What follows belongs to an exercise in optimizing a design on an open flow for small area and a short achievable clock period; a production flow would make more cautious choices. Function was checked by simulation only, so behaviour that the tests miss may differ from the original. Power figures rest on the tool's default switching activity, not on a simulated workload.

==> design.v <==
module DALU(clk, rst, in_valid, instruction, out_valid, out);
input clk, rst, in_valid;
input [18:0] instruction;
output [15:0] out;
output reg out_valid;
wire [18:0] ins = instruction;
wire [2:0] op = ins[18:16];
wire [5:0] s = ins[15:10];
wire [5:0] tt = ins[9:4];
wire [3:0] f = ins[3:0];
wire op0 = op == 3'd0, mo1 = op == 3'd1, mo2 = op == 3'd2, mo3 = op == 3'd3, mo4 = op == 3'd4;
wire mlog = op0 & (f == 4'd0 | f == 4'd1 | f == 4'd2);
wire madd = op0 & (f == 4'd3);
wire msub = op0 & (f == 4'd4);
wire selAs = madd | msub | mo3 | mo4;
wire pass = (op0 & (f <= 4'd4)) | mo3 | mo4;
wire [5:0] lg = f[1] ? (s ^ tt) : f[0] ? (s | tt) : (s & tt);
wire [6:0] nt = 7'd0 - {tt[5], tt};
reg [7:0] r0, r1;
always @* begin
  case (f[1:0])
    2'b01: r0 = {{2{tt[5]}}, tt};
    2'b10: r0 = {nt, 1'b0};
    2'b11: r0 = {nt[6], nt};
    default: r0 = 8'd0;
  endcase
  case (f[3:1])
    3'b001, 3'b010: r1 = {{2{tt[5]}}, tt};
    3'b011: r1 = {tt[5], tt, 1'b0};
    3'b100: r1 = {nt, 1'b0};
    3'b101, 3'b110: r1 = {nt[6], nt};
    default: r1 = 8'd0;
  endcase
end
wire [7:0] u;
wire a0, a1;
DALU_fa u_a0 (.a(s[0]), .b(tt[0]), .c(f[0]), .s(a0), .co(a1));
wire a2, a3;
DALU_fa u_a2 (.a(s[1]), .b(tt[1]), .c(f[1]), .s(a2), .co(a3));
wire a4, a5;
DALU_fa u_a4 (.a(s[2]), .b(tt[2]), .c(f[2]), .s(a4), .co(a5));
wire a6, a7;
DALU_fa u_a6 (.a(s[3]), .b(tt[3]), .c(f[3]), .s(a6), .co(a7));
wire a8, a9;
DALU_fa u_a8 (.a(s[4]), .b(tt[4]), .c(f[3]), .s(a8), .co(a9));
wire a10, a11;
DALU_fa u_a10 (.a(s[5]), .b(tt[5]), .c(f[3]), .s(a10), .co(a11));
wire a12, a13;
DALU_fa u_a12 (.a(s[5]), .b(tt[5]), .c(f[3]), .s(a12), .co(a13));
wire a14, a15;
DALU_fa u_a14 (.a(s[5]), .b(tt[5]), .c(f[3]), .s(a14), .co(a15));
wire a16, a17;
DALU_ha u_a16 (.a(a1), .b(a2), .s(a16), .co(a17));
wire a18, a19;
DALU_ha u_a18 (.a(a3), .b(a4), .s(a18), .co(a19));
wire a20, a21;
DALU_ha u_a20 (.a(a5), .b(a6), .s(a20), .co(a21));
wire a22, a23;
DALU_ha u_a22 (.a(a7), .b(a8), .s(a22), .co(a23));
wire a24, a25;
DALU_ha u_a24 (.a(a9), .b(a10), .s(a24), .co(a25));
wire a26, a27;
DALU_ha u_a26 (.a(a11), .b(a12), .s(a26), .co(a27));
wire a28, a29;
DALU_ha u_a28 (.a(a13), .b(a14), .s(a28), .co(a29));
wire a30 = a16 & a0;
wire a31 = a21 | (a20 & a19);
wire a32 = a20 & a18;
wire a33 = a25 | (a24 & a23);
wire a34 = a24 & a22;
wire a35 = a29 | (a28 & a27);
wire a36 = a28 & a26;
wire a37 = a19 | (a18 & a17);
wire a38 = a18 & a30;
wire a39 = a31 | (a32 & a17);
wire a40 = a32 & a30;
wire a41 = a27 | (a26 & a33);
wire a42 = a26 & a34;
wire a43 = a35 | (a36 & a33);
wire a44 = a36 & a34;
wire a45 = a23 | (a22 & a39);
wire a46 = a22 & a40;
wire a47 = a33 | (a34 & a39);
wire a48 = a34 & a40;
wire a49 = a41 | (a42 & a39);
wire a50 = a42 & a40;
wire a51 = a43 | (a44 & a39);
wire a52 = a44 & a40;
wire a53 = a18 ^ a17;
wire a54 = a20 ^ a37;
wire a55 = a22 ^ a39;
wire a56 = a24 ^ a45;
wire a57 = a26 ^ a47;
wire a58 = a28 ^ a49;
assign u[0] = a0;
assign u[1] = a16;
assign u[2] = a53;
assign u[3] = a54;
assign u[4] = a55;
assign u[5] = a56;
assign u[6] = a57;
assign u[7] = a58;
reg v1;
reg ya0;
reg ya1;
reg ya2;
reg ya3;
reg ya4;
reg ya5;
reg ya6;
reg ya7;
reg ya8;
reg ya9;
reg yb0;
reg yb1;
reg yb2;
reg yb3;
reg yb4;
reg yb5;
reg yb6;
reg yb7;
reg yb8;
reg yb9;
reg yc0;
reg x0;
reg x1;
reg x2;
reg x3;
reg x4;
reg x5;
reg g0;
reg e0;
reg plo0;
reg plo1;
reg plo2;
reg plo3;
reg plo4;
reg plo5;
reg pc0;
reg pa0;
reg pa1;
reg pa2;
reg pa3;
reg pa4;
reg pa5;
reg pa6;
reg pa7;
reg pb0;
reg pb1;
reg pb2;
reg pb4;
reg pb5;
reg pb6;
reg pb7;
always @(posedge clk) begin
  v1 <= in_valid & ~rst;
  out_valid <= v1 & ~rst;
  ya0 <= (selAs & s[0]) | (mo1 & r0[0]) | (mlog & lg[0]) | (mo2 & 1'b0);
  ya1 <= (selAs & s[1]) | (mo1 & r0[1]) | (mlog & lg[1]) | (mo2 & 1'b0);
  ya2 <= (selAs & s[2]) | (mo1 & r0[2]) | (mlog & lg[2]) | (mo2 & 1'b0);
  ya3 <= (selAs & s[3]) | (mo1 & r0[3]) | (mlog & lg[3]) | (mo2 & u[0]);
  ya4 <= (selAs & s[4]) | (mo1 & r0[4]) | (mlog & lg[4]) | (mo2 & u[2]);
  ya5 <= (selAs & s[5]) | (mo1 & r0[5]) | (mlog & lg[5]) | (mo2 & u[3]);
  ya6 <= (selAs & s[5]) | (mo1 & r0[6]) | (mlog & lg[5]) | (mo2 & u[4]);
  ya7 <= (selAs & s[5]) | (mo1 & r0[7]) | (mlog & lg[5]) | (mo2 & u[5]);
  ya8 <= (selAs & s[5]) | (mo1 & r0[7]) | (mlog & lg[5]) | (mo2 & u[6]);
  ya9 <= (selAs & s[5]) | (mo1 & r0[7]) | (mlog & lg[5]) | (mo2 & u[7]);
  yb0 <= (madd & tt[0]) | (msub & nt[0]) | (mo3 & ins[0]) | (mo4 & ~ins[0]) | (mo1 & 1'b0);
  yb1 <= (madd & tt[1]) | (msub & nt[1]) | (mo3 & ins[1]) | (mo4 & ~ins[1]) | (mo1 & 1'b0);
  yb2 <= (madd & tt[2]) | (msub & nt[2]) | (mo3 & ins[2]) | (mo4 & ~ins[2]) | (mo1 & r1[0]);
  yb3 <= (madd & tt[3]) | (msub & nt[3]) | (mo3 & ins[3]) | (mo4 & ~ins[3]) | (mo1 & r1[1]);
  yb4 <= (madd & tt[4]) | (msub & nt[4]) | (mo3 & ins[4]) | (mo4 & ~ins[4]) | (mo1 & r1[2]);
  yb5 <= (madd & tt[5]) | (msub & nt[5]) | (mo3 & ins[5]) | (mo4 & ~ins[5]) | (mo1 & r1[3]);
  yb6 <= (madd & tt[5]) | (msub & nt[6]) | (mo3 & ins[6]) | (mo4 & ~ins[6]) | (mo1 & r1[4]);
  yb7 <= (madd & tt[5]) | (msub & nt[6]) | (mo3 & ins[7]) | (mo4 & ~ins[7]) | (mo1 & r1[5]);
  yb8 <= (madd & tt[5]) | (msub & nt[6]) | (mo3 & ins[8]) | (mo4 & ~ins[8]) | (mo1 & r1[6]);
  yb9 <= (madd & tt[5]) | (msub & nt[6]) | (mo3 & ins[9]) | (mo4 & ~ins[9]) | (mo1 & r1[7]);
  yc0 <= mo4;
  x0 <= mo1 ? s[0] : mo2 ? u[2] : pass;
  x1 <= mo1 ? s[1] : mo2 ? u[3] : 1'b0;
  x2 <= mo1 ? s[2] : mo2 ? u[4] : 1'b0;
  x3 <= mo1 ? s[3] : mo2 ? u[5] : 1'b0;
  x4 <= mo1 ? s[4] : mo2 ? u[6] : 1'b0;
  x5 <= mo1 ? s[5] : mo2 ? u[7] : 1'b0;
  g0 <= mo2 & u[1];
  e0 <= mo2 & u[0];
  plo0 <= m241;
  plo1 <= m243;
  plo2 <= m245;
  plo3 <= m247;
  plo4 <= m249;
  plo5 <= m251;
  pc0 <= m252;
  pa0 <= m170;
  pa1 <= m180;
  pa2 <= m190;
  pa3 <= m211;
  pa4 <= m212;
  pa5 <= m222;
  pa6 <= m230;
  pa7 <= m239;
  pb0 <= m179;
  pb1 <= m189;
  pb2 <= m199;
  pb4 <= m221;
  pb5 <= m229;
  pb6 <= m235;
  pb7 <= m236;
end
wire [10:0] y;
wire m0, m1;
DALU_ha u_m0 (.a(ya0), .b(yb0), .s(m0), .co(m1));
wire m2, m3;
DALU_ha u_m2 (.a(ya1), .b(yb1), .s(m2), .co(m3));
wire m4, m5;
DALU_ha u_m4 (.a(ya2), .b(yb2), .s(m4), .co(m5));
wire m6, m7;
DALU_ha u_m6 (.a(ya3), .b(yb3), .s(m6), .co(m7));
wire m8, m9;
DALU_ha u_m8 (.a(ya4), .b(yb4), .s(m8), .co(m9));
wire m10, m11;
DALU_ha u_m10 (.a(ya5), .b(yb5), .s(m10), .co(m11));
wire m12, m13;
DALU_ha u_m12 (.a(ya6), .b(yb6), .s(m12), .co(m13));
wire m14, m15;
DALU_ha u_m14 (.a(ya7), .b(yb7), .s(m14), .co(m15));
wire m16, m17;
DALU_ha u_m16 (.a(ya8), .b(yb8), .s(m16), .co(m17));
wire m18, m19;
DALU_ha u_m18 (.a(ya9), .b(yb9), .s(m18), .co(m19));
wire m20, m21;
DALU_ha u_m20 (.a(ya9), .b(yb9), .s(m20), .co(m21));
wire m22 = m3 | (m2 & m1);
wire m23 = m2 & m0;
wire m24 = m7 | (m6 & m5);
wire m25 = m6 & m4;
wire m26 = m11 | (m10 & m9);
wire m27 = m10 & m8;
wire m28 = m15 | (m14 & m13);
wire m29 = m14 & m12;
wire m30 = m19 | (m18 & m17);
wire m31 = m18 & m16;
wire m32 = m5 | (m4 & m22);
wire m33 = m4 & m23;
wire m34 = m24 | (m25 & m22);
wire m35 = m25 & m23;
wire m36 = m13 | (m12 & m26);
wire m37 = m12 & m27;
wire m38 = m28 | (m29 & m26);
wire m39 = m29 & m27;
wire m40 = m21 | (m20 & m30);
wire m41 = m20 & m31;
wire m42 = m9 | (m8 & m34);
wire m43 = m8 & m35;
wire m44 = m26 | (m27 & m34);
wire m45 = m27 & m35;
wire m46 = m36 | (m37 & m34);
wire m47 = m37 & m35;
wire m48 = m38 | (m39 & m34);
wire m49 = m39 & m35;
wire m50 = m17 | (m16 & m48);
wire m51 = m16 & m49;
wire m52 = m30 | (m31 & m48);
wire m53 = m31 & m49;
wire m54 = m40 | (m41 & m48);
wire m55 = m41 & m49;
wire m56 = m1 | (m0 & yc0);
wire m57 = m22 | (m23 & yc0);
wire m58 = m32 | (m33 & yc0);
wire m59 = m34 | (m35 & yc0);
wire m60 = m42 | (m43 & yc0);
wire m61 = m44 | (m45 & yc0);
wire m62 = m46 | (m47 & yc0);
wire m63 = m48 | (m49 & yc0);
wire m64 = m50 | (m51 & yc0);
wire m65 = m52 | (m53 & yc0);
wire m66 = m54 | (m55 & yc0);
wire m67 = m0 ^ yc0;
wire m68 = m2 ^ m56;
wire m69 = m4 ^ m57;
wire m70 = m6 ^ m58;
wire m71 = m8 ^ m59;
wire m72 = m10 ^ m60;
wire m73 = m12 ^ m61;
wire m74 = m14 ^ m62;
wire m75 = m16 ^ m63;
wire m76 = m18 ^ m64;
wire m77 = m20 ^ m65;
assign y[0] = m67;
assign y[1] = m68;
assign y[2] = m69;
assign y[3] = m70;
assign y[4] = m71;
assign y[5] = m72;
assign y[6] = m73;
assign y[7] = m74;
assign y[8] = m75;
assign y[9] = m76;
assign y[10] = m77;
wire m78 = x0 & y[0];
wire m79 = x0 & y[1];
wire m80 = x0 & y[2];
wire m81 = x0 & y[3];
wire m82 = x0 & y[4];
wire m83 = x0 & y[5];
wire m84 = x0 & y[6];
wire m85 = x0 & y[7];
wire m86 = x0 & y[8];
wire m87 = x0 & y[9];
wire m88 = ~(x0 & y[10]);
wire m89 = x1 & y[0];
wire m90 = x1 & y[1];
wire m91 = x1 & y[2];
wire m92 = x1 & y[3];
wire m93 = x1 & y[4];
wire m94 = x1 & y[5];
wire m95 = x1 & y[6];
wire m96 = x1 & y[7];
wire m97 = x1 & y[8];
wire m98 = x1 & y[9];
wire m99 = ~(x1 & y[10]);
wire m100 = x2 & y[0];
wire m101 = x2 & y[1];
wire m102 = x2 & y[2];
wire m103 = x2 & y[3];
wire m104 = x2 & y[4];
wire m105 = x2 & y[5];
wire m106 = x2 & y[6];
wire m107 = x2 & y[7];
wire m108 = x2 & y[8];
wire m109 = x2 & y[9];
wire m110 = ~(x2 & y[10]);
wire m111 = x3 & y[0];
wire m112 = x3 & y[1];
wire m113 = x3 & y[2];
wire m114 = x3 & y[3];
wire m115 = x3 & y[4];
wire m116 = x3 & y[5];
wire m117 = x3 & y[6];
wire m118 = x3 & y[7];
wire m119 = x3 & y[8];
wire m120 = x3 & y[9];
wire m121 = ~(x3 & y[10]);
wire m122 = x4 & y[0];
wire m123 = x4 & y[1];
wire m124 = x4 & y[2];
wire m125 = x4 & y[3];
wire m126 = x4 & y[4];
wire m127 = x4 & y[5];
wire m128 = x4 & y[6];
wire m129 = x4 & y[7];
wire m130 = x4 & y[8];
wire m131 = x4 & y[9];
wire m132 = ~(x5 & y[0]);
wire m133 = ~(x5 & y[1]);
wire m134 = ~(x5 & y[2]);
wire m135 = ~(x5 & y[3]);
wire m136 = ~(x5 & y[4]);
wire m137 = ~(x5 & y[5]);
wire m138 = ~(x5 & y[6]);
wire m139 = ~(x5 & y[7]);
wire m140 = ~(x5 & y[8]);
wire m141 = g0 & x0;
wire m142 = g0 & x1;
wire m143 = g0 & x2;
wire m144 = g0 & x3;
wire m145 = g0 & x4;
wire m146 = ~(g0 & x5);
wire m147 = g0 & ~e0;
wire m148 = g0 & e0;
wire m149, m150;
DALU_fa u_m149 (.a(m147), .b(m100), .c(m90), .s(m149), .co(m150));
wire m151, m152;
DALU_fa u_m151 (.a(m148), .b(m111), .c(m101), .s(m151), .co(m152));
wire m153, m154;
DALU_fa u_m153 (.a(m91), .b(m81), .c(m150), .s(m153), .co(m154));
wire m155, m156;
DALU_fa u_m155 (.a(m141), .b(m122), .c(m112), .s(m155), .co(m156));
wire m157, m158;
DALU_fa u_m157 (.a(m102), .b(m92), .c(m82), .s(m157), .co(m158));
wire m159, m160;
DALU_fa u_m159 (.a(m152), .b(m155), .c(m154), .s(m159), .co(m160));
wire m161 = ~(m142 ^ m132);
wire m162 = m142 | m132;
wire m163, m164;
DALU_fa u_m163 (.a(m123), .b(m113), .c(m103), .s(m163), .co(m164));
wire m165, m166;
DALU_fa u_m165 (.a(m161), .b(m93), .c(m156), .s(m165), .co(m166));
wire m167, m168;
DALU_fa u_m167 (.a(m83), .b(m163), .c(m158), .s(m167), .co(m168));
wire m169, m170;
DALU_fa u_m169 (.a(m165), .b(m160), .c(m167), .s(m169), .co(m170));
wire m171, m172;
DALU_fa u_m171 (.a(m143), .b(m133), .c(m124), .s(m171), .co(m172));
wire m173, m174;
DALU_fa u_m173 (.a(m114), .b(m162), .c(m104), .s(m173), .co(m174));
wire m175, m176;
DALU_fa u_m175 (.a(m94), .b(m171), .c(m84), .s(m175), .co(m176));
wire m177, m178;
DALU_fa u_m177 (.a(m164), .b(m166), .c(m173), .s(m177), .co(m178));
wire m179, m180;
DALU_fa u_m179 (.a(m175), .b(m168), .c(m177), .s(m179), .co(m180));
wire m181, m182;
DALU_fa u_m181 (.a(m144), .b(m134), .c(m125), .s(m181), .co(m182));
wire m183, m184;
DALU_fa u_m183 (.a(m115), .b(m105), .c(m172), .s(m183), .co(m184));
wire m185, m186;
DALU_fa u_m185 (.a(m95), .b(m181), .c(m85), .s(m185), .co(m186));
wire m187, m188;
DALU_fa u_m187 (.a(m174), .b(m183), .c(m176), .s(m187), .co(m188));
wire m189, m190;
DALU_fa u_m189 (.a(m185), .b(m178), .c(m187), .s(m189), .co(m190));
wire m191, m192;
DALU_fa u_m191 (.a(m145), .b(m135), .c(m126), .s(m191), .co(m192));
wire m193, m194;
DALU_fa u_m193 (.a(m116), .b(m106), .c(m182), .s(m193), .co(m194));
wire m195, m196;
DALU_fa u_m195 (.a(m96), .b(m191), .c(m86), .s(m195), .co(m196));
wire m197, m198;
DALU_fa u_m197 (.a(m184), .b(m193), .c(m186), .s(m197), .co(m198));
wire m199, m200;
DALU_fa u_m199 (.a(m195), .b(m188), .c(m197), .s(m199), .co(m200));
wire m201 = ~(m146 ^ m136);
wire m202 = m146 | m136;
wire m203, m204;
DALU_fa u_m203 (.a(m127), .b(m117), .c(m107), .s(m203), .co(m204));
wire m205, m206;
DALU_fa u_m205 (.a(m192), .b(m201), .c(m87), .s(m205), .co(m206));
wire m207, m208;
DALU_fa u_m207 (.a(m97), .b(m194), .c(m203), .s(m207), .co(m208));
wire m209, m210;
DALU_fa u_m209 (.a(m196), .b(m205), .c(m198), .s(m209), .co(m210));
wire m211, m212;
DALU_fa u_m211 (.a(m207), .b(m200), .c(m209), .s(m211), .co(m212));
wire m213, m214;
DALU_fa u_m213 (.a(m137), .b(m128), .c(m118), .s(m213), .co(m214));
wire m215, m216;
DALU_fa u_m215 (.a(m202), .b(m88), .c(m98), .s(m215), .co(m216));
wire m217, m218;
DALU_fa u_m217 (.a(m108), .b(m204), .c(m213), .s(m217), .co(m218));
wire m219, m220;
DALU_fa u_m219 (.a(m206), .b(m215), .c(m208), .s(m219), .co(m220));
wire m221, m222;
DALU_fa u_m221 (.a(m217), .b(m210), .c(m219), .s(m221), .co(m222));
wire m223, m224;
DALU_fa u_m223 (.a(m138), .b(m129), .c(m99), .s(m223), .co(m224));
wire m225, m226;
DALU_fa u_m225 (.a(m109), .b(m119), .c(m214), .s(m225), .co(m226));
wire m227, m228;
DALU_fa u_m227 (.a(m216), .b(m223), .c(m218), .s(m227), .co(m228));
wire m229, m230;
DALU_fa u_m229 (.a(m225), .b(m220), .c(m227), .s(m229), .co(m230));
wire m231, m232;
DALU_fa u_m231 (.a(m139), .b(m110), .c(m120), .s(m231), .co(m232));
wire m233, m234;
DALU_fa u_m233 (.a(m130), .b(m224), .c(m231), .s(m233), .co(m234));
wire m235, m236;
DALU_fa u_m235 (.a(m226), .b(m233), .c(m228), .s(m235), .co(m236));
wire m237, m238;
DALU_fa u_m237 (.a(m121), .b(m131), .c(m140), .s(m237), .co(m238));
wire m239, m240;
DALU_fa u_m239 (.a(m232), .b(m237), .c(m234), .s(m239), .co(m240));
wire m241, m242;
DALU_ha u_m241 (.a(e0), .b(m78), .s(m241), .co(m242));
wire m243, m244;
DALU_fa u_m243 (.a(m89), .b(m79), .c(m242), .s(m243), .co(m244));
wire m245, m246;
DALU_fa u_m245 (.a(m80), .b(m149), .c(m244), .s(m245), .co(m246));
wire m247, m248;
DALU_fa u_m247 (.a(m151), .b(m153), .c(m246), .s(m247), .co(m248));
wire m249, m250;
DALU_fa u_m249 (.a(m157), .b(m159), .c(m248), .s(m249), .co(m250));
wire m251, m252;
DALU_ha u_m251 (.a(m169), .b(m250), .s(m251), .co(m252));
wire [7:0] phi;
wire o0, o1;
DALU_ha u_o0 (.a(pa0), .b(pb0), .s(o0), .co(o1));
wire o2, o3;
DALU_ha u_o2 (.a(pa1), .b(pb1), .s(o2), .co(o3));
wire o4, o5;
DALU_ha u_o4 (.a(pa2), .b(pb2), .s(o4), .co(o5));
wire o6, o7;
DALU_ha u_o6 (.a(pa4), .b(pb4), .s(o6), .co(o7));
wire o8, o9;
DALU_ha u_o8 (.a(pa5), .b(pb5), .s(o8), .co(o9));
wire o10, o11;
DALU_ha u_o10 (.a(pa6), .b(pb6), .s(o10), .co(o11));
wire o12, o13;
DALU_ha u_o12 (.a(pa7), .b(pb7), .s(o12), .co(o13));
wire o14 = o3 | (o2 & o1);
wire o15 = o2 & o0;
wire o16 = pa3 & o5;
wire o17 = pa3 & o4;
wire o18 = o9 | (o8 & o7);
wire o19 = o8 & o6;
wire o20 = o13 | (o12 & o11);
wire o21 = o12 & o10;
wire o22 = o5 | (o4 & o14);
wire o23 = o4 & o15;
wire o24 = o16 | (o17 & o14);
wire o25 = o17 & o15;
wire o26 = o11 | (o10 & o18);
wire o27 = o10 & o19;
wire o28 = o20 | (o21 & o18);
wire o29 = o21 & o19;
wire o30 = o7 | (o6 & o24);
wire o31 = o6 & o25;
wire o32 = o18 | (o19 & o24);
wire o33 = o19 & o25;
wire o34 = o26 | (o27 & o24);
wire o35 = o27 & o25;
wire o36 = o28 | (o29 & o24);
wire o37 = o29 & o25;
wire o38 = o1 | (o0 & pc0);
wire o39 = o14 | (o15 & pc0);
wire o40 = o22 | (o23 & pc0);
wire o41 = o24 | (o25 & pc0);
wire o42 = o30 | (o31 & pc0);
wire o43 = o32 | (o33 & pc0);
wire o44 = o34 | (o35 & pc0);
wire o45 = o36 | (o37 & pc0);
wire o46 = o0 ^ pc0;
wire o47 = o2 ^ o38;
wire o48 = o4 ^ o39;
wire o49 = pa3 ^ o40;
wire o50 = o6 ^ o41;
wire o51 = o8 ^ o42;
wire o52 = o10 ^ o43;
wire o53 = o12 ^ o44;
assign phi[0] = o46;
assign phi[1] = o47;
assign phi[2] = o48;
assign phi[3] = o49;
assign phi[4] = o50;
assign phi[5] = o51;
assign phi[6] = o52;
assign phi[7] = o53;
wire [13:0] p = {phi, plo5, plo4, plo3, plo2, plo1, plo0};
assign out = {{2{p[13]}}, p};
endmodule
module DALU_fa(input a, input b, input c, output s, output co);
assign s = a ^ b ^ c;
assign co = (a & b) | (a & c) | (b & c);
endmodule
module DALU_ha(input a, input b, output s, output co);
assign s = a ^ b;
assign co = a & b;
endmodule
==> run.sh <==
#!/bin/bash
# synth_recipe.tcl (not shown) runs the flow's synth.tcl, then flattens the netlist and writes it again
# the make line also repeats each setting of config.mk as NAME=value (left out here)
make -C /OpenROAD-flow-scripts/flow DESIGN_CONFIG=/design/flow/config.mk WORK_HOME=/design/flow/orfs CLKGATE_MAP_FILE= SYNTH_SCRIPT=/design/flow/synth_recipe.tcl finish
==> config.mk <==
export PLATFORM = sky130hd
export DESIGN_NAME = DALU
export DESIGN_NICKNAME = DALU
export VERILOG_FILES = /design/flow/design.v
export SDC_FILE = /design/flow/constraint.sdc
export NUM_CORES = 4
export LEC_CHECK = 0
export CAP_MARGIN = 20
export CORE_MARGIN = 2
export CORE_UTILIZATION = 40
export SETUP_SLACK_MARGIN = 5
export SLEW_MARGIN = 20
export SYNTH_HIERARCHICAL = 1
export SYNTH_MINIMUM_KEEP_SIZE = 0
==> constraint.sdc <==
create_clock -name core_clock -period 9.0 [get_ports {clk}]
set_input_delay 1.8000 -clock core_clock [delete_from_list [all_inputs] [get_ports {clk}]]
set_output_delay 1.8000 -clock core_clock [all_outputs]
set_load 0.01 [all_outputs]
==> summary.md, run 1 <==
| Metric | Value |
|---|---|
| Min Tclk post-route | 3.89 ns |
| Iter 0 DRT Violations | between 200 and 250 |
| Reg power frac | between 20% and 30% |
| Area grow syn2layout | 14.8% |
| Synth top area share | 21.4% |
| Kind of critical path | register to output pin |
| Placed cell areas | roughly 5700 um2 |
| Final Cell Area | 6020 um2 |
| Dpl hpwl | 9.74 mm |
| Int Pwr | 694 uW |
| Die X | 118 um |
| Final worst-path cycle share | between 40% and 50% |
| IO Port Bufs | 38 |
| Area of the core | about 13000 um2 |
| CP startpoint kind | register |
| Gpl congestion | ~0.94 |
| RSZ-0062 raised after global routing | false |
| CTS H-tree depth | 2 |
| Mean area per synthesized cell | a little over 9 um2 |
| Reg area | between 1000 and 1500 um2 |
| Sequential share of the synthesized area | between 20% and 30% |
| Hold_ws | approximately 0.44 ns |
| TritonCTS clock tree | built |
| Dpl ws | approximately 4.2 ns |
| Cell variety after synth | 68 |
| First-pass GRT wire length | 21.2 mm |
| Setup TNS | 0 ns |
| Status | finished clean |
| Worst skew pair latency | about 0.30 ns |
| Worst-path cell chain | ha_4 -> a21o_1 -> a21o_1 -> a21oi_2 -> o211ai_1 -> a21oi_2 -> xnor2_2 -> clkbuf_2 |
| Cell family with most CP delay | compound AO/OA/AOI/OAI gates |
| Grt total ovfl | 0 |
| Residual DRC count | 0 |
| Total global-route track usage | between 10% and 20% |
| Fraction of synthesis flops using an asynchronous set or reset pin | 0% |
| Netlist Area Pre-Place | about 5200 um2 |
| Worst vdd ir | ~0.08 mV |
| Via/cell ratio | ~5.5 |
| CTS buffer count | 5 |
| Clock Path Buffers | 2 |
| Top FF cell, synth | dfxtp_1 |
| Max-slew headroom | around two fifths |
| Buf/Inv on CP | 1 |
| Arrival time worst endpoint | about 2.1 ns |
| Logic pwr share | 54.6% |
| Final #Nets | between 700 and 800 |
| Kind of end point of the critical path | output pin |
| Routed Antenna Nets | 0 |
| Via count | approximately 4.2k |
| Total die area | 14000 um2 |
| Min-delay worst type | register to register |
| Max Fanout on Critical Path | 3 |
| I/O pin count | 39 |
| CTS sink count | between 50 and 60 |
| Syn Nets | 686 |
| Cell count after synthesis | between 500 and 600 |
| # rows | between 40 and 50 |
| Routed len/inst | around 17 um |
| DRT Pass-1 Iters | 5 |
| Top achievable clock speed | approximately 260 MHz |
| Power Dens Cells | around 190 nW/um2 |
| Hold-fix buffers, CTS | 0 |
| Total Power | around 1.1 mW |
| Root Driver | clkbuf_16 |
| Clock share of power | 17.4% |
| Leak | roughly 2.7 nW |
| Layout cells sized above 1 | a little over a tenth |
| Filler cells | between 1k and 1.5k |
| Die H | between 100 and 150 um |
| Initial Utilization | around 41% |
| Largest cells by area after synthesis | fa_1 (21%), dfxtp_1 (20%), ha_1 (11%), and2_1 (4.1%), nand2_1 (3.4%) |
| Yosys Warn Count | 7 |
| Slowest stage delay, CP | between 0.3 and 0.4 ns |
| P_sw | about 430 uW |
| Switching portion of total power | 38.4% |
| Ant diodes | 0 |
| Post-synth top area cell | fa_1 |
| Largest net degree at the start of global routing | 30 |
| Max Cap Viol | 0 |
| Antenna violations before repair | 0 |
| Max Transition Viols Final | 0 |
| Vias in the first global route | between 4k and 5k |
| Skew final | roughly 0.0077 ns |
| Worst path required time | a little over 7 ns |
| Slew of the pin with the lowest slew margin | 0.871 ns |
| Final setup fails | 0 |
| Area of the multi-input gates | 3950 um2 |
| Fin. Hold Viols | 0 |
| Clock Pin Slew Worst Setup and Hold Paths | approximately 0.070 ns |
| #FFs+latches synth | 53 |
| Slowest CP cell | dfxtp_2 |
| Final setup margin | about 5.1 ns |
| Routed WL | between 10 and 15 mm |
| EDFF count, synth | 0 |
==> power by group through the flow <==
stage	logic (mW)	clock network [mW]	registers, mW
3_3_place_gp	0.605	0	0.317
2_1_floorplan	0.481	0	0.310
5_1_grt	0.687	0.211	0.321
6_report	0.614	0.196	0.315
4_1_cts	0.590	0.202	0.314
3_5_place_dp	0.618	0	0.319
==> cells by family after synthesis <==
kind of cell,synth area share [%]
flip-flops,20.2
AND/OR/NAND/NOR,19.1
XOR/XNOR,3.15
multiplexers,2.84
AO/OA/AOI/OAI,16.2
adder cells (fa/ha/maj),32.4
buffers and inverters,6.16
==> worst paths after layout <==
path	start	end	slack, ns	cells after the start
worst max-delay path	pa0	out[15]	5.11	8
worst min-delay path	v1	out_valid	0.44	1
worst max register to register	ya2	pb4	5.15	10
worst min register to register	v1	out_valid	0.44	1
==> what timing repair did <==
item,in CTS,in global routing
gates resized for setup,30,39
buffers inserted,1,3
gates cloned,1,2
endpoints found under the setup margin,24,18
pin swaps,5,9
==> through the flow <==
stage	utilization [%]	std cells
final	47.3	756
after floorplan	-	562
after detailed placement	44.4	741
after global placement	44.4	741
after CTS	45.9	751
after global routing	47.3	756
==> Yosys stat by module (local to each module, per instance) <==
module | cells | cell area, um2
DALU | 479 | 3780
DALU_fa | 1 | 20.0
DALU_ha | 1 | 12.5
==> cell usage in the layout, fill, tap and decap left out, types with 5 or more instances in the layout <==
| cell | n |
|---|---|
| a21oi_2 | 5 |
| xnor2_1 | 10 |
| nand2b_1 | 13 |
| a21o_1 | 13 |
| o211ai_1 | 6 |
| mux2i_1 | 7 |
| nand3_1 | 6 |
| o21ai_0 | 28 |
| a221oi_1 | 5 |
| and2_1 | 34 |
| dlygate4sd2_1 | 7 |
| inv_1 | 29 |
| a32oi_1 | 5 |
| clkdlybuf4s50_1 | 17 |
| nand2_1 | 48 |
| nor3_1 | 25 |
| dfxtp_1 | 51 |
| o22ai_1 | 8 |
| nor2_1 | 39 |
| a21oi_1 | 13 |
| clkbuf_16 | 7 |
| dlymetal6s2s_1 | 7 |
| fa_1 | 56 |
| ha_1 | 44 |
==> cells in the mapped netlist (13+ instances only) <==
| library cell | number |
|---|---|
| fa_1 | 56 |
| nand2b_1 | 13 |
| nand2_1 | 48 |
| dfxtp_1 | 53 |
| and2_1 | 34 |
| a21oi_1 | 16 |
| nor3_1 | 28 |
| buf_4 | 18 |
| ha_1 | 46 |
| inv_1 | 29 |
| o21ai_0 | 28 |
| nor2_1 | 40 |
| a21o_1 | 13 |
| xnor2_1 | 13 |
==> layer usage <==
metal	GRT usage (%)	part of all wire, %
met3	2.46	6.3
met1	25.7	45
met5	0	0
met2	31.0	48
met4	4.54	1.1
==> final cells by class <==
type	instances	area share, %
inverter	30	1.87
timing repair buffer	48	8.75
clock inverter	3	0.416
sequential	53	17.7
tap	172	3.57
clock buffer	5	2.08
multi-input combinational	445	65.7
==> run 2: changes to the inputs <==
==> flow/run.sh (new file) <==
#!/bin/bash
# The standard layout, with the port buffers made of buf_2 cells instead of
# the resizer's default choice (a slow delay cell).
set -euo pipefail
echo 'export BUFFER_PORTS_ARGS = -buffer_cell sky130_fd_sc_hd__buf_2' >> config.mk
bash standard.sh finish > flow.log 2>&1
==> standard.sh (new file) <==
#!/bin/bash
# synth_recipe.tcl (not shown) runs the flow's synth.tcl, then flattens the netlist and writes it again
# the make line also repeats each setting of config.mk as NAME=value (left out here)
make -C /OpenROAD-flow-scripts/flow DESIGN_CONFIG=/design/flow/config.mk WORK_HOME=/design/flow/orfs CLKGATE_MAP_FILE= SYNTH_SCRIPT=/design/flow/synth_recipe.tcl "${@:-finish}"
--- a/config.mk
+++ b/config.mk
@@ -5,10 +5,13 @@
 export SDC_FILE = /design/flow/constraint.sdc
 export NUM_CORES = 4
 export LEC_CHECK = 0
+export ABC_AREA = 1
 export CAP_MARGIN = 20
 export CORE_MARGIN = 2
 export CORE_UTILIZATION = 40
+export CTS_BUF_LIST = sky130_fd_sc_hd__clkbuf_8
 export SETUP_SLACK_MARGIN = 5
 export SLEW_MARGIN = 20
 export SYNTH_HIERARCHICAL = 1
 export SYNTH_MINIMUM_KEEP_SIZE = 0
+export BUFFER_PORTS_ARGS = -buffer_cell sky130_fd_sc_hd__buf_2
removed: run.sh
==> run 2 against run 1 <==
Effect of this change: clock skew decreased by 0.0027 ns; wire length fell by 0.33%; utilization down 2.8 points; highest routed layer unchanged; sequential cell count stayed put; sequential power shrank 3%; critical path type is now register to register; sequential share of layout area grew 2.0 points; combinational power decreased by 18%; die area down 4.1%.
==> summary.md, run 2 <==
| Metric | Value |
|---|---|
| Dpl hpwl | 10.5 mm |
| Leak | approximately 2.8 nW |
| Ant diodes | 0 |
| Via count | between 4k and 5k |
| Placed cell areas | about 5300 um2 |
| # rows | 40 |
| Layout cells sized above 1 | 11.4% |
| Worst skew pair latency | around 0.3 ns |
| Min-delay worst type | register to register |
| CTS sink count | 53 |
| Hold-fix buffers, CTS | 0 |
| Skew final | between 0.005 and 0.006 ns |
| IO Port Bufs | 38 |
| Syn Nets | about 760 |
| Final worst-path cycle share | between 40% and 50% |
| Max Cap Viol | 0 |
| #FFs+latches synth | 53 |
| Yosys Warn Count | 7 |
| CTS buffer count | 5 |
| Top achievable clock speed | between 200 and 300 MHz |
| Fraction of synthesis flops using an asynchronous set or reset pin | 0% |
| Final #Nets | slightly below 800 |
| Routed len/inst | roughly 15 um |
| Fin. Hold Viols | 0 |
| Largest cells by area after synthesis | fa_1 (22%), dfxtp_1 (21%), ha_1 (11%), nand2_1 (9.3%), nor2_1 (6.5%) |
| Via/cell ratio | ~5 |
| Synth top area share | between 20 and 25% |
| Max Transition Viols Final | 0 |
| Status | finished clean |
| Min Tclk post-route | 3.83 ns |
| Most common cell after layout, fill and taps aside | nand2_1 |
| I/O pin count | 39 |
| First-pass GRT wire length | between 20 and 25 mm |
| Final Cell Area | 5390 um2 |
| Antenna violations before repair | 0 |
| Worst R2R Setup Slack | between 5 and 6 ns |
| Routed WL | 12.7 mm |
| Clock Path Buffers | 2 |
| Slew of the pin with the lowest slew margin | between 0.5 and 0.6 ns |
| Commonest cells after routing, fill and taps aside | nand2_1 (124), nor2_1 (87), inv_1 (75), fa_1 (56), dfxtp_1 (53) |
| Top FF cell, synth | dfxtp_1 |
| Cell count after synthesis | 639 |
| Residual DRC count | 0 |
| Worst vdd ir | roughly 0.066 mV |
| Slowest stage delay, CP | between 0.5 and 0.6 ns |
| Cell variety after synth | 37 |
| Sequential share of the synthesized area | about a fifth |
| Iter 0 DRT Violations | 260 |
| Die X | about 120 um |
| Dpl ws | 5.07 ns |
| Total die area | roughly 13000 um2 |
| Count leader, synth | nand2_1 |
| Vias in the first global route | roughly 4.4k |
| Largest net degree at the start of global routing | 18 |
| Clock Pin Slew Worst Setup and Hold Paths | around 0.10 ns |
| Total global-route track usage | between 20% and 30% |
| Worst path required time | 9.19 ns |
| RSZ-0062 raised after global routing | true |
| Area grow syn2layout | 7.38% |
| Max Fanout on Critical Path | 6 |
| DRT Pass-1 Iters | 4 |
| Setup TNS | 0 ns |
| Max-slew headroom | about two thirds |
| Final setup fails | 0 |
| Area of the core | about 12000 um2 |
| Final setup margin | slightly above 5 ns |
| Routed Antenna Nets | 0 |
| Die H | 116 um |
| Gpl congestion | 0.926 |
| CP startpoint kind | register |
| Worst-path cell chain | ha_1 -> nand2_1 -> nand3_1 -> a21oi_1 -> xor2_2 -> nor2_1 -> fa_1 -> fa_1 -> fa_1 -> fa_1 -> fa_1 |
| Kind of end point of the critical path | register |
| TritonCTS clock tree | built |
| CTS H-tree depth | 2 |
| Grt total ovfl | 0 |
| Slowest CP cell | fa_1 |
| EDFF count, synth | 0 |
| Initial Utilization | approximately 41% |
| Arrival time worst endpoint | 4.02 ns |
| Kind of critical path | register to register |
| Post-synth top area cell | fa_1 |
| Netlist Area Pre-Place | about 5000 um2 |
| Most used cell, CP | fa_1 |
| Post-synth top cells | nand2_1 (124), nor2_1 (87), inv_1 (75), fa_1 (56), dfxtp_1 (53) |
| Power Dens Cells | between 150 and 200 nW/um2 |
| Mean area per synthesized cell | roughly 8 um2 |
| Root Driver | clkbuf_8 |
## run 2: through the flow
step	std cells	power [mW]	util (%)	hold slack, ns
floorplan	639	0.744	-	0.388
global placement	826	0.798	43.7	0.397
detailed placement	826	0.814	43.7	0.401
CTS	834	0.952	44.4	0.418
global route	834	1.04	44.5	0.443
finish	834	0.943	44.5	0.414
## run 2: worst max-delay path, delay by kind of cell, from the launching register on
kind	cells	cell delay [ns]
compound gates	1	0.23
xor+xnor	1	0.32
fa+ha+maj	6	2.53
flops	1	0.31
simple gates	3	0.33
## run 2: layer usage
metal	GRT usage (%)	vias up	routed length (um)
met4	7.22	0	312
met1	26.5	2057	5580
met2	35.5	126	6150
li1	-	2085	-
met5	0	-	0
met3	2.51	22	695
## run 2: final cells by class
| class | instances | area (um2) |
|---|---|---|
| timing repair buffer | 39 | 198 |
| fill | 1240 | 6720 |
| clock inverter | 3 | 22.5 |
| multi-input combinational | 478 | 3500 |
| inverter | 88 | 333 |
| sequential | 53 | 1060 |
| tap | 168 | 210 |
| clock buffer | 5 | 68.8 |
## run 2: power breakdown
group	switching, mW	internal (mW)	leakage, nW
Combinational	0.304	0.198	2.31
Clock	0.0809	0.0547	0.0364
Sequential	0.0198	0.285	0.439
Total	0.405	0.538	2.78
## run 2: worst paths after layout
check / startpoint / endpoint / depth (start not counted)
worst min-delay path: v1 / out_valid / 2
worst max register to register: ya1 / pa3 / 11
worst min register to register: v1 / out_valid / 2
worst max-delay path: ya1 / pa3 / 11
## run 2: per-module statistics from Yosys (local to each module, per instance)
module   times used  cells inside  flops+latches
DALU_fa          56             1              0
DALU_ha          27             1              0
DALU              1           556             53
## run 2: cell families after synthesis
logic type	after synthesis	synth area share (%)
compound gates	74	8.57
flops	53	21.1
buf+inv	108	9.42
xor+xnor	9	1.57
fa+ha+maj	102	33.8
simple gates	293	25.5
## run 2: timing repair
item | in CTS | in global routing
gates resized for setup | 0 | 2
endpoints found under the setup margin | 0 | 5
buffers inserted | 0 | 0
==> run 3: changes to the inputs <==
--- a/config.mk
+++ b/config.mk
@@ -5,11 +5,9 @@
 export SDC_FILE = /design/flow/constraint.sdc
 export NUM_CORES = 4
 export LEC_CHECK = 0
-export ABC_AREA = 1
 export CAP_MARGIN = 20
 export CORE_MARGIN = 2
 export CORE_UTILIZATION = 40
-export CTS_BUF_LIST = sky130_fd_sc_hd__clkbuf_8
 export SETUP_SLACK_MARGIN = 5
 export SLEW_MARGIN = 20
 export SYNTH_HIERARCHICAL = 1
==> run 3 against run 2 <==
Effect of this change: via count decreased by 4.9%; final cell count decreased by 10%; non-clock buffer count unchanged; clock power increased by 65%; global-route usage decreased by 2.1 points; first-iteration DRC count decreased by 1.2%; register-to-register slack improved by 0.02 ns; sequential power increased by 3%; area after synthesis increased by 4.4%; wire length decreased by 5.9%; maximum frequency decreased by 2.8%; critical path depth decreased by 3; critical path type is now register to output pin; critical endpoint is now out[13].
==> summary.md, run 3 <==
| Metric | Value |
|---|---|
| Layout cells sized above 1 | between 10% and 20% |
| Power Dens Cells | 192 nW/um2 |
| HP Start | v1 |
| Total die area | 14000 um2 |
| Worst path required time | 7.20 ns |
| Min Tclk post-route | just under 4 ns |
| Largest family of logic cells by synthesized area | adder cells |
| EDFF count, synth | 0 |
| Yosys Warn Count | 7 |
| Die H | between 100 and 150 um |
| Ant diodes | 0 |
| Min-delay worst type | register to register |
| Hold_ws | 0.445 ns |
| Cell count after synthesis | around 560 |
| Placed Cells | 738 |
| Skew final | roughly 0.0039 ns |
| DRT Pass-1 Iters | 4 |
| Kind of end point of the critical path | output pin |
| Top FF cell, synth | dfxtp_1 |
| Antenna violations before repair | 0 |
| Worst Hold End | out_valid |
| Post-synthesis simple-gate area fraction | 19.1% |
| Area of the core | roughly 13000 um2 |
| Routed Antenna Nets | 0 |
| IO Port Bufs | 38 |
| Gpl congestion | between 0.9 and 1 |
| #FFs+latches synth | 53 |
| Largest cells by area after synthesis | fa_1 (21%), dfxtp_1 (20%), ha_1 (11%), and2_1 (4.1%), nand2_1 (3.4%) |
| Final setup fails | 0 |
| Cell variety after synth | between 60 and 70 |
| Compound-Gate Fraction of Synth Area | roughly 16% |
| Final worst-path cycle share | between 40% and 50% |
| Status | finished clean |
| Clock Pin Slew Worst Setup and Hold Paths | 0.07 ns |
| Dpl hpwl | about 9.6 mm |
| Final setup margin | approximately 5 ns |
| Initial Utilization | approximately 41% |
| Sequential share of the synthesized area | about a fifth |
| Routed WL | roughly 12 mm |
| Reg-to-reg critical path startpoint | ya0 |
| Iter 0 DRT Violations | about 260 |
| Dpl ws | approximately 4.6 ns |
| Via count | slightly above 4k |
| XOR/XNOR Fraction of Synth Area | under 10% |
| Routed len/inst | around 16 um |
| Hold Crit Depth | 1 |
| Clock Path Buffers | 2 |
| Post-synth top cells | fa_1 (56), dfxtp_1 (53), nand2_1 (48), ha_1 (46), nor2_1 (40) |
| Fin. Hold Viols | 0 |
| Synth top area share | between 20% and 30% |
| Kind of critical path | register to output pin |
| CTS buffer count | 5 |
| Slew of the pin with the lowest slew margin | ~0.80 ns |
| Mean area per synthesized cell | 9.33 um2 |
| Leak | between 2 and 3 nW |
| Top achievable clock speed | around 250 MHz |
| Total global-route track usage | between 15 and 20% |
| Total Power | between 1 and 1.5 mW |
| Worst R2R End | pa3 |
| CTS sink count | 53 |
| Setup TNS | 0 ns |
| Max-slew headroom | 46.4% |
| Via/cell ratio | approximately 5.5 |
| Syn Nets | just under 700 |
| Register-to-Register Path Depth | 12 |
| Netlist Area Pre-Place | 5240 um2 |
| Post-synthesis mux area share | roughly 2.8% |
| Vias in the first global route | between 4k and 5k |
| CTS H-tree depth | 2 |
| RSZ-0062 raised after global routing | true |
| Synth Area in Adders | about a third |
| Die X | around 120 um |
| Max Cap Viol | 0 |
| # rows | between 40 and 50 |
| Most common cell after layout, fill and taps aside | fa_1 |
| Commonest cells after routing, fill and taps aside | fa_1 (56), dfxtp_1 (51), nand2_1 (48), ha_1 (45), nor2_1 (39) |
| Final #Nets | between 600 and 700 |
| Hold-fix buffers, CTS | 0 |
| Root Driver | clkbuf_16 |
| Post-synth top area cell | fa_1 |
| Residual DRC count | 0 |
| Max Transition Viols Final | 0 |
| Filler cells | roughly 1.3k |
| Placed cell areas | around 5400 um2 |
| Grt total ovfl | 0 |
| Worst R2R Setup Slack | 5.19 ns |
| Worst skew pair latency | ~0.3 ns |
| Count leader, synth | fa_1 |
| Fraction of synthesis flops using an asynchronous set or reset pin | 0% |
| Layout Cells excl Fill | 747 |
| TritonCTS clock tree | built |
| Worst vdd ir | around 0.071 mV |
| First-pass GRT wire length | 21.1 mm |
| Max Fanout on Critical Path | 3 |
| Arrival time worst endpoint | around 2.1 ns |
| Area grow syn2layout | 8.61% |
| Final Cell Area | 5700 um2 |
| I/O pin count | 39 |
| CP startpoint kind | register |
| Post-layout util | approximately 45% |
| Largest net degree at the start of global routing | 43 |
-- run 3: power breakdown --
group	switching, mW	internal (mW)
logic	0.305	0.250
clock network	0.0852	0.139
registers	0.0243	0.290
total	0.415	0.678
-- run 3: kinds of logic (layout without fill, tap and decap cells) --
logic type / after synthesis / in the layout
xor gates and xnor gates: 18 / 18
adders and majority gates: 102 / 102
and+or+nand+nor: 193 / 193
AOI/OAI and AO/OA: 119 / 119
buffers and inverters: 64 / 77
muxes: 13 / 13
DFF: 53 / 53
-- run 3: metal layers --
metal | global-route usage (%) | part of all wire (%)
met5 | 0 | 0
met4 | 5.73 | 1.4
met3 | 2.27 | 4.8
met2 | 30.5 | 48
met1 | 25.1 | 46
-- run 3: critical path, cell delays in order (launching register included) --
cell      delay [ns]
dfxtp_2         0.33
ha_4            0.24
a21o_1          0.17
a21o_1          0.18
a21oi_2         0.19
o211ai_1        0.20
a21oi_2         0.23
xnor2_2         0.14
buf_2           0.16
-- run 3: worst max-delay path by stage --
stage,slack (ns),cells after the start,to,startpoint
floorplan,5.35,12,pa3,ya0
global placement,4.70,9,x5,instruction[1]
detailed placement,4.61,9,x5,instruction[1]
CTS,5.01,8,out[13],pa0
global route,4.97,8,out[13],pb0
finish,5.06,8,out[13],pb0
-- run 3: area by class of cell --
class                      count  area, um2  area share, %
clock buffer                   6        139           2.44
clock inverter                 2       37.5          0.659
inverter                      30        113           1.98
multi-input combinational    445       3920           68.9
sequential                    53       1060           18.7
tap                          172        215           3.78
timing repair buffer          39        204           3.58
-- run 3: repair_timing --
item / CTS / global route
setup endpoints to repair: 5 / 12
resized for setup: 2 / 15
pin swaps: 3 / 7
setup buffers: 1 / 0
-- run 3: modules after synthesis (local to each module, per instance) --
module	cells	flip-flops and latches	cell area, um2
DALU	479	53	3780
DALU_fa	1	0	20.0
DALU_ha	1	0	12.5
==> run 4: changes to the inputs <==
==> flow/run.sh (replaced) <==
#!/bin/bash
# The standard layout, with the port buffers made of buf_2 cells instead of
# the resizer's default choice (a slow delay cell), and timing repair aiming
# at 5.5 ns of setup slack.
set -euo pipefail
echo 'export BUFFER_PORTS_ARGS = -buffer_cell sky130_fd_sc_hd__buf_2' >> config.mk
echo 'export SETUP_SLACK_MARGIN = 5.5' >> config.mk
bash standard.sh finish > flow.log 2>&1
--- a/config.mk
+++ b/config.mk
@@ -8,8 +8,8 @@
 export CAP_MARGIN = 20
 export CORE_MARGIN = 2
 export CORE_UTILIZATION = 40
-export SETUP_SLACK_MARGIN = 5
 export SLEW_MARGIN = 20
 export SYNTH_HIERARCHICAL = 1
 export SYNTH_MINIMUM_KEEP_SIZE = 0
 export BUFFER_PORTS_ARGS = -buffer_cell sky130_fd_sc_hd__buf_2
+export SETUP_SLACK_MARGIN = 5.5
==> run 4 against run 3 <==
Effect of this change: still clean; clock-buffer cell count decreased by 1; via count increased by 5.4%; maximum frequency increased by 4.1%; first-iteration DRC count decreased by 17%; final area increased by 11%; clock power increased by 9.8%; wire length increased by 10%; clock skew increased by 0.0038 ns; synthesized cell count unchanged; critical path type unchanged; largest cell class unchanged; largest power group unchanged.
==> summary.md, run 4 <==
| Metric | Value |
|---|---|
| Worst R2R Setup Slack | around 5.3 ns |
| Skew final | slightly below 0.008 ns |
| Residual DRC count | 0 |
| Final setup fails | 0 |
| Post-synth top cells | fa_1 (56), dfxtp_1 (53), nand2_1 (48), ha_1 (46), nor2_1 (40) |
| Gpl congestion | 0.960 |
| Total global-route track usage | a little under 20% |
| Layout cells sized above 1 | 27.5% |
| Fraction of synthesis flops using an asynchronous set or reset pin | 0% |
| Final worst-path cycle share | between 40 and 50% |
| Ant diodes | 0 |
| Top FF cell, synth | dfxtp_1 |
| Power Dens Cells | 192 nW/um2 |
| Routed WL | between 10 and 15 mm |
| Max Fanout on Critical Path | 3 |
| Clock Path Buffers | 2 |
| DRT Pass-1 Iters | 5 |
| # rows | approximately 40 |
| Fin. Hold Viols | 0 |
| CTS H-tree depth | 2 |
| Die X | between 100 and 150 um |
| Vias in the first global route | roughly 4.4k |
| Arrival time worst endpoint | between 1.5 and 2 ns |
| Area of the core | approximately 13000 um2 |
| Met2 GRT Util | 31.8% |
| Via count | between 4k and 5k |
| Netlist Area Pre-Place | ~5200 um2 |
| Total die area | between 10000 and 15000 um2 |
| Worst vdd ir | between 0.07 and 0.08 mV |
| Post-synth top area cell | fa_1 |
| Top achievable clock speed | 264 MHz |
| First-pass GRT wire length | between 20 and 25 mm |
| TritonCTS clock tree | built |
| Clock Pin Slew Worst Setup and Hold Paths | about 0.07 ns |
| Routed Antenna Nets | 0 |
| Max-slew headroom | between 40% and 50% |
| Final #Nets | about 720 |
| Sequential share of the synthesized area | 20.2% |
| Min Tclk post-route | 3.78 ns |
| Placed Cells | 738 |
| Leak | about 2.8 nW |
| Initial Utilization | 41.2% |
| CTS sink count | 53 |
| #FFs+latches synth | between 50 and 60 |
| Filler cells | approximately 1.2k |
| Mean area per synthesized cell | about 9.3 um2 |
| I/O pin count | 39 |
| Max Cap Viol | 0 |
| Dpl ws | between 4 and 5 ns |
| RSZ-0062 raised after global routing | true |
| Routing usage on met3 | between 3 and 4% |
| Min-delay worst type | register to register |
| Met1 usage | around a quarter |
| Cell count after synthesis | between 500 and 600 |
| Routed len/inst | 17.1 um |
| Via/cell ratio | ~5.6 |
| Slew of the pin with the lowest slew margin | between 0.8 and 0.9 ns |
| EDFF count, synth | 0 |
| Commonest cells after routing, fill and taps aside | nand2_1 (48), dfxtp_1 (48), fa_1 (37), nor2_1 (36), ha_1 (36) |
| Area grow syn2layout | 20.8% |
| Count leader, synth | fa_1 |
| Final setup margin | between 5 and 6 ns |
| Die H | ~120 um |
| Worst path required time | slightly above 7 ns |
| Kind of critical path | register to output pin |
| Busiest layer in global routing | met2 |
| Iter 0 DRT Violations | between 200 and 250 |
| Max Transition Viols Final | 0 |
| CTS buffer count | 5 |
| Post-layout util | between 40% and 50% |
| Antenna violations before repair | 0 |
| Layout Cells excl Fill | just under 800 |
| IO Port Bufs | 38 |
| Yosys Warn Count | 7 |
| Root Driver | clkbuf_16 |
| Cell variety after synth | 68 |
| Kind of end point of the critical path | output pin |
| Setup TNS | 0 ns |
| Synth top area share | 21.4% |
| Dpl hpwl | roughly 9.6 mm |
| CP startpoint kind | register |
| Grt total ovfl | 0 |
| Hold_ws | around 0.44 ns |
| Syn Nets | 686 |
| Largest net degree at the start of global routing | 43 |
| Status | finished clean |
| Worst skew pair latency | 0.30 ns |
| Largest cells by area after synthesis | fa_1 (21%), dfxtp_1 (20%), ha_1 (11%), and2_1 (4.1%), nand2_1 (3.4%) |
[run 4: path summary, 6_finish.rpt]
path	depth (start not counted)	to	from
max	8	out[14]	pb0
min	1	out_valid	v1
max reg2reg	13	pb5	yb0
min reg2reg	1	out_valid	v1
[run 4: cell type report]
cell class                 count  area (um2)  area share, %
multi-input combinational    445        4250           67.2
sequential                    53        1070           16.8
timing repair buffer          64         495           7.82
tap                          172         215           3.40
clock buffer                   5         125           1.98
inverter                      30         113           1.78
clock inverter                 3        65.1           1.03
[run 4: cells by family after synthesis]
kind of cell,count (synthesis),synth area share [%]
adder cells (fa/ha/maj),102,32.4
multiplexers,13,2.84
buffers and inverters,64,6.16
XOR/XNOR,18,3.15
AO/OA/AOI/OAI,119,16.2
flip-flops,53,20.2
AND/OR/NAND/NOR,193,19.1
[run 4: power by group]
group / total [mW] / internal [mW] / switching, mW
logic: 0.655 / 0.313 / 0.342
registers: 0.317 / 0.290 / 0.0273
clock network: 0.246 / 0.159 / 0.0871
total: 1.22 / 0.762 / 0.456
[run 4: metrics by stage]
stage	total power, mW	cell area, um2
global placement	0.851	5470
CTS	1.18	6040
finish	1.22	6330
global route	1.32	6330
detailed placement	0.866	5470
floorplan	0.798	5270
[run 4: per-module statistics from Yosys, one instance, submodules excluded]
module   area, um2  cells inside  times used  flip-flops and latches
DALU          3780           479           1                      53
DALU_fa       20.0             1          56                       0
DALU_ha       12.5             1          27                       0
[run 4: critical path, stage by stage (launching register included)]
cell and delay, ns:
dfxtp_2 0.33, ha_4 0.23, a21o_1 0.14, a21o_1 0.19
a21oi_4 0.14, o211ai_1 0.15, a21oi_2 0.21, xnor2_2 0.14
buf_2 0.16
[run 4: layer usage]
layer	vias to the layer above	share of wire, %
met5	-	0
met4	0	2.5
met3	27	6.1
met2	171	48
met1	2096	43
li1	2005	-
[run 4: what timing repair did]
| action | 4_1_cts | 5_1_grt |
|---|---|---|
| cloned | 0 | 1 |
| hold buffers | 0 | 0 |
| gates resized for setup | 63 | 47 |
| buffers inserted | 18 | 7 |
| pin swaps | 24 | 38 |
| setup endpoints to repair | 33 | 31 |

[port drivers added, routing unchanged]
The flow's constraints put no driver on any port. The routed layouts listed below were extracted and timed again, unchanged, in two steps. Step 1 (the two cells are an assumption about what drives the block):
set clk [get_ports {clk}]
set_driving_cell -lib_cell sky130_fd_sc_hd__clkbuf_16 $clk
set_driving_cell -lib_cell sky130_fd_sc_hd__buf_2 [delete_from_list [all_inputs] $clk]
Step 2, shift: input delay + t, output delay - t, t = (earliest + latest rising clock arrival at the registers) / 2. This alone moves slack from input paths to output paths. a / b / c = ideal / step 1 / step 2; a / b = the first two.
| run | t, ns | setup WS [ns] | worst data-port slew with drivers (ns) |
|---|---|---|---|
| run 1 | 0.329 | 5.114 / 5.079 / 4.799 | 0.04 |
| run 2 | 0.336 | 5.171 / 5.170 / 5.163 | 0.03 |
| run 3 | 0.332 | 5.059 / 5.020 / 4.830 | 0.04 |
| run 4 | 0.336 | 5.216 / 5.176 / 5.036 | 0.14 |
After both steps every run listed still meets setup and hold. The setup slack of run 1, which loses most, moves by -0.035 ns with the drivers and by -0.315 ns with both steps.
